From an optimization exercise on the open Yosys and OpenROAD flow, aimed at small area, a short achievable clock period and few clock cycles per item; shortcuts taken in it are not production practice.
RTL that was checked went through simulation tests only; none was proved equivalent to the original.

## job 5703
## friet_ae_32_bits
module friet_ae_32_bits(clk, arstn, din, din_valid, din_ready, dout, dout_valid, dout_ready);
clock: 5.0 ns
lec_check: 0
cap_margin: 20
core_margin: 2
core_utilization: 40
setup_slack_margin: 2.5
slew_margin: 20
run.sh (not shown) runs the stock make flow with config.mk's settings and CLKGATE_MAP_FILE= SYNTH_SCRIPT=/design/flow/synth_recipe.tcl, a recipe that flattens the netlist after the stock synthesis.
Changes in job 3251 relative to job 5703:
--- a/flow/config.mk
+++ b/flow/config.mk
@@ -9,4 +9,3 @@
 export CORE_MARGIN = 2
 export CORE_UTILIZATION = 40
-export SETUP_SLACK_MARGIN = 2.5
 export SLEW_MARGIN = 20
Results
- Against job 5703, total met2 wirelength after detailed routing in job 3251 fell by a few percent.
- Compared with job 5703, job 3251 shows a lower final-layout worst hold slack.
- | overall routed net length | job 3251 vs job 5703 | 7200 um lower |
- Max freq job 5703 -> job 3251: degraded
- When job 3251 is set beside job 5703, its total number of vias turns out to be 1,260 smaller.
- Against job 5703, job 3251 reports a proportion of final cell area spent on non-clock buffers that is lower.
- Setup slack in job 3251 is smaller than in job 5703.
- Summary of job 3251 over job 5703: all-layer global routing usage dropped 0.87 points; first-pass GRT wire length lower.
No run of this note included a check of the RTL's function; only the layout flow was run.

Setup of wip/violet:
friet_ae_32_bits, a different RTL version from the one above (not shown whole).
Size: about 610 flip-flops, ~70 I/O pins, about 34000 um2 of cells after synthesis.
make LEC_CHECK=0 ABC_AREA=1 CAP_MARGIN=20 CORE_MARGIN=2 CORE_UTILIZATION=50 PLACE_DENSITY=0.65 SETUP_SLACK_MARGIN=2.8 SLEW_MARGIN=20 finish   # period 5.0 ns
Testbench counts of wip/violet, summed over its fixed seeds: cycles 192,210, bytes 106,199.
Setup changes, wip/violet to wip/pepper
- CORE_UTILIZATION changed from 50 to 65
- SETUP_SLACK_MARGIN changed from 2.8 to 2.9
- PLACE_DENSITY changed from 0.65 to 0.8
Findings:
wip/pepper: post-layout net count 0.91% above wip/violet
Diff wip/violet -> wip/pepper: global-route usage rose 11 points.
Number of cells traversed by the worst register-to-register path is lower on wip/violet
wip/pepper vs. wip/violet: area of the multi-input gates moved up, non-clock buffer count increased 37.
#### Input delta (wip/nickel over wip/pepper)
- CORE_UTILIZATION changed from 65 to 40
- SETUP_SLACK_MARGIN changed from 2.9 to 3.1
- PLACE_DENSITY removed (was 0.8)
Results
Lower number of standard-cell rows in the floorplan goes to wip/pepper over wip/nickel.
Compared with wip/pepper, wip/nickel shows a higher post-layout instance area.
Transition time of the tightest slew-check pin was higher in wip/nickel than in wip/pepper.
Relative to wip/pepper, post-cts gate resize count has increased by 110% in wip/nickel.
wip/nickel against wip/pepper: total number of vias increased by 789 relative to the old numbers.
| setup slack | lower: wip/pepper |
Edits applied to the flow inputs when going from wip/nickel to wip/amber:
- SETUP_SLACK_MARGIN: 3.1 -> 2.7
- CORE_UTILIZATION: 40 -> 55
- PLACE_DENSITY: unset -> 0.7
Notes after the runs:
wip/amber did not stop at any stage, and its layout met the timing, DRC and antenna checks. Worst setup slack, wip/nickel and wip/amber: higher on wip/nickel. Between wip/nickel and wip/amber, overall routing resource usage is higher for wip/amber, wip/nickel comes in under that. [compare] base=wip/nickel new=wip/amber: sum of routed wire length over all layers went down about 18%, highest fanout seen on the critical path went up 17.
#### Input delta (wip/umber over wip/amber)
- SETUP_SLACK_MARGIN now 2.9, was 2.7
- ABC_AREA no longer set, was 1
- PLACE_DENSITY no longer set, was 0.7
- CORE_UTILIZATION now 40, was 55
Compared to wip/amber, wip/umber has count of standard-cell rows 20 higher.
[wip/umber] cell area rose 5500 um2 relative to wip/amber
Lower number of search-and-repair iterations in the first detailed-routing pass among wip/umber and wip/amber: wip/umber
In the metrics for wip/umber and wip/amber, the one carrying the higher final cell utilization of the core is wip/amber.

friet_ae_32_bits, a different RTL version from the one above (not shown whole).
Size: ~500 flip-flops, roughly 70 I/O pins.
clock: 5.0 ns
lec_check: 0
cap_margin: 20
core_margin: 2
core_utilization: 40
slew_margin: 20
The baseline completed with no timing, DRC or antenna violations.
==> next run, changes <==
Settings changed: ABC_CLOCK_PERIOD_IN_PS set to 2000, SETUP_SLACK_MARGIN set to 3.0.
Result: Worst setup slack improves by 0.72 ns. Critical path depth fell by 1. Via count goes up by 8.6%. Synthesized cell count is unchanged. Wire length went up by 11%. Utilization goes up by 6.1 points. Final cell count went up by 4.8%.
Function was not checked in any run of this note: the RTL went through the layout flow alone.

friet_ae_32_bits, a different RTL version from the one above (not shown whole).
Size: roughly 4700 cells after synthesis.
Settings: LEC_CHECK=0, ABC_AREA=1, CAP_MARGIN=20, CORE_MARGIN=2, CORE_UTILIZATION=40, SETUP_SLACK_MARGIN=2.7, SLEW_MARGIN=20; clock period 5.0 ns.
Change:
- SETUP_SLACK_MARGIN: 2.7 -> 2.9
Sequential share of layout area shrinks by 1.0 points.
Worst setup slack improved by 58 ps.
Clock-buffer cell count shrinks by 2.
Non-clock buffer count grows by 66.
Utilization grows by 1.6 points.
Hold slack stays flat.
Global-route usage grows by 0.89 points.
Clock skew shrinks by 9.9 ps.
No functional check of the RTL was part of any run of this note.

friet_ae_32_bits, a different RTL version from the one above (not shown whole).
Size: about 4400 cells after synthesis, ~600 flip-flops, roughly 70 I/O pins, about 34000 um2 of cells after synthesis.
clock: 5.0 ns
lec_check: 0
abc_area: 1
cap_margin: 20
core_margin: 2
core_utilization: 40
setup_slack_margin: 2.7
slew_margin: 20
The starting point passed the timing, DRC and antenna checks.
Rerun with:
- SETUP_SLACK_MARGIN: 2.7 -> 2.5
After rerunning: Routed wire length hardly moves; sequential share of layout area came out higher by 0.30 points; worst setup slack gets worse by 0.17 ns.
Rerun with:
- SETUP_SLACK_MARGIN: 2.5 -> 2.9
The new run finished with timing, DRC and antenna clean.
First-iteration DRC count grows by 7.0%.
Wire length grows by 4.9%.
Cell count grows by 1.0%.
No run of this note included a check of the RTL's function; only the layout flow was run.

friet_ae_32_bits with an RTL version that a note above also has.
Size: about 4,400 cells after synthesis, roughly 610 flip-flops, roughly 34,000 sq um of cells after synthesis.
clock: 5.0 ns
lec_check: 0
abc_area: 1
cap_margin: 20
core_margin: 2
core_utilization: 55
place_density: 0.7
setup_slack_margin: 2.9
slew_margin: 20
The starting point ran to the end with no violations.
Testbench counts at the start, summed over its fixed seeds: cycles 192,210, bytes 106,199.
Edit:
Settings changed: CORE_UTILIZATION 55 to 40, PLACE_DENSITY 0.7 to unset.
Outcome: Wire length climbs by a little under a tenth; sequential share of layout area decreases by 1.0 points; design area came out higher by a few percent; register-to-register slack is better by 0.03 ns; synthesized cell count stays the same; maximum frequency grows slightly; first-iteration DRC count drops by a little under a tenth.

friet_ae_32_bits again, from the RTL that the note above started with.
clock: 5.0 ns
lec_check: 0
abc_area: 1
cap_margin: 20
core_margin: 2
core_utilization: 55
place_density: 0.7
setup_slack_margin: 2.85
slew_margin: 20
The baseline completed with no timing, DRC or antenna violations.
Testbench counts at the start, summed over its fixed seeds: cycles 192,210, bytes 106,199.
Then changed:
- SETUP_SLACK_MARGIN: 2.85 -> 2.8
What happened:
- clock-buffer cell count increases by 6
- cell count shrinks by about 0.56%
- sequential share of layout area came out higher by 0.20 points
- hold slack is about the same
- non-clock buffer count shrinks by 26
- register-to-register slack got worse by 70 ps
- core utilization is lower by 0.43 points
- setup slack improves by 14 ps
- die area stays the same
- global-route usage went up by 0.49 points

friet_ae_32_bits, a different RTL version from the one above (not shown whole).
For scale: about 4,500 cells after synthesis, roughly 620 flip-flops, about 70 I/O pins, roughly 35,000 µm² of cells after synthesis.
export LEC_CHECK = 0
export ABC_AREA = 1
export CAP_MARGIN = 20
export CORE_MARGIN = 2
export CORE_UTILIZATION = 40
export SETUP_SLACK_MARGIN = 3.0
export SLEW_MARGIN = 20
create_clock -name core_clock -period 5.0 [get_ports {clk}]
Next try:
Settings changed: SETUP_SLACK_MARGIN 3.0 to 2.9.
- hold slack got worse by 0.012 ns
- cell area drops by 4.8%
- routed wire length drops by 1.8%
No functional check of the RTL was part of any run of this note.

port drivers added, routing unchanged:
How much do the figures lean on ideal ports? The routed layouts below were timed once more, with nothing changed but the port constraints. Step 1: set_driving_cell puts a clkbuf_16 on clk and a buf_2 on each other input, an assumption about the parent block. Step 2 times the ports against the registers' clock, not the clock port: input delays grow and output delays shrink by t, the midpoint of the rising clock arrivals with the driver on. a / b / c = no drivers / after step 1 / after step 2; a / b = the first two.
run	t (ns)	slack for setup (ns)	hold slack, ns	worst slew at a driven data input, ns
job 5703	0.663	2.325 / 2.325 / 1.920	0.439 / 0.439 / 0.439	0.06
job 3251	0.669	1.312 / 1.312 / 1.312	0.435 / 0.435 / 0.435	0.06
wip/violet	0.704	2.729 / 2.660 / 2.241	0.402 / 0.402 / 0.402	0.03
wip/pepper	0.697	2.709 / 2.644 / 2.304	0.410 / 0.410 / 0.410	0.03
wip/nickel	0.718	2.713 / 2.643 / 2.307	0.411 / 0.411 / 0.411	0.05
wip/amber	0.695	2.619 / 2.619 / 2.097	0.406 / 0.406 / 0.406	0.03
wip/umber	0.691	2.606 / 2.606 / 2.027	0.407 / 0.407 / 0.407	0.05
the first run of note 3	0.688	1.425 / 1.393 / 0.766	0.471 / 0.471 / 0.471	0.05
the second run of note 3	0.689	2.149 / 2.089 / 1.794	0.434 / 0.395 / 0.468	0.05
the first run of note 4	0.683	2.679 / 2.637 / 2.098	0.405 / 0.405 / 0.405	0.04
the second run of note 4	0.692	2.737 / 2.737 / 2.102	0.404 / 0.404 / 0.404	0.04
the first run of note 5	0.688	2.621 / 2.621 / 2.133	0.357 / 0.357 / 0.357	0.07
the second run of note 5	0.692	2.452 / 2.452 / 2.062	0.357 / 0.357 / 0.357	0.07
the third run of note 5	0.688	2.734 / 2.671 / 2.423	0.353 / 0.350 / 0.353	0.06
the first run of note 6	0.700	2.724 / 2.658 / 2.323	0.404 / 0.404 / 0.404	0.04
the second run of note 6	0.695	2.741 / 2.672 / 2.272	0.402 / 0.402 / 0.402	0.04
the first run of note 7	0.701	2.731 / 2.660 / 2.272	0.403 / 0.403 / 0.403	0.04
the second run of note 7	0.685	2.745 / 2.677 / 2.219	0.403 / 0.403 / 0.403	0.03
the first run of note 8	0.682	2.859 / 2.792 / 2.337	0.405 / 0.405 / 0.405	0.05
the second run of note 8	0.718	2.783 / 2.727 / 2.256	0.393 / 0.393 / 0.393	0.04
After both steps setup and hold are still met in every run listed. For the first run of note 3, which loses most, drivers alone change the setup slack by -0.032 ns; drivers and shift together by -0.659 ns.
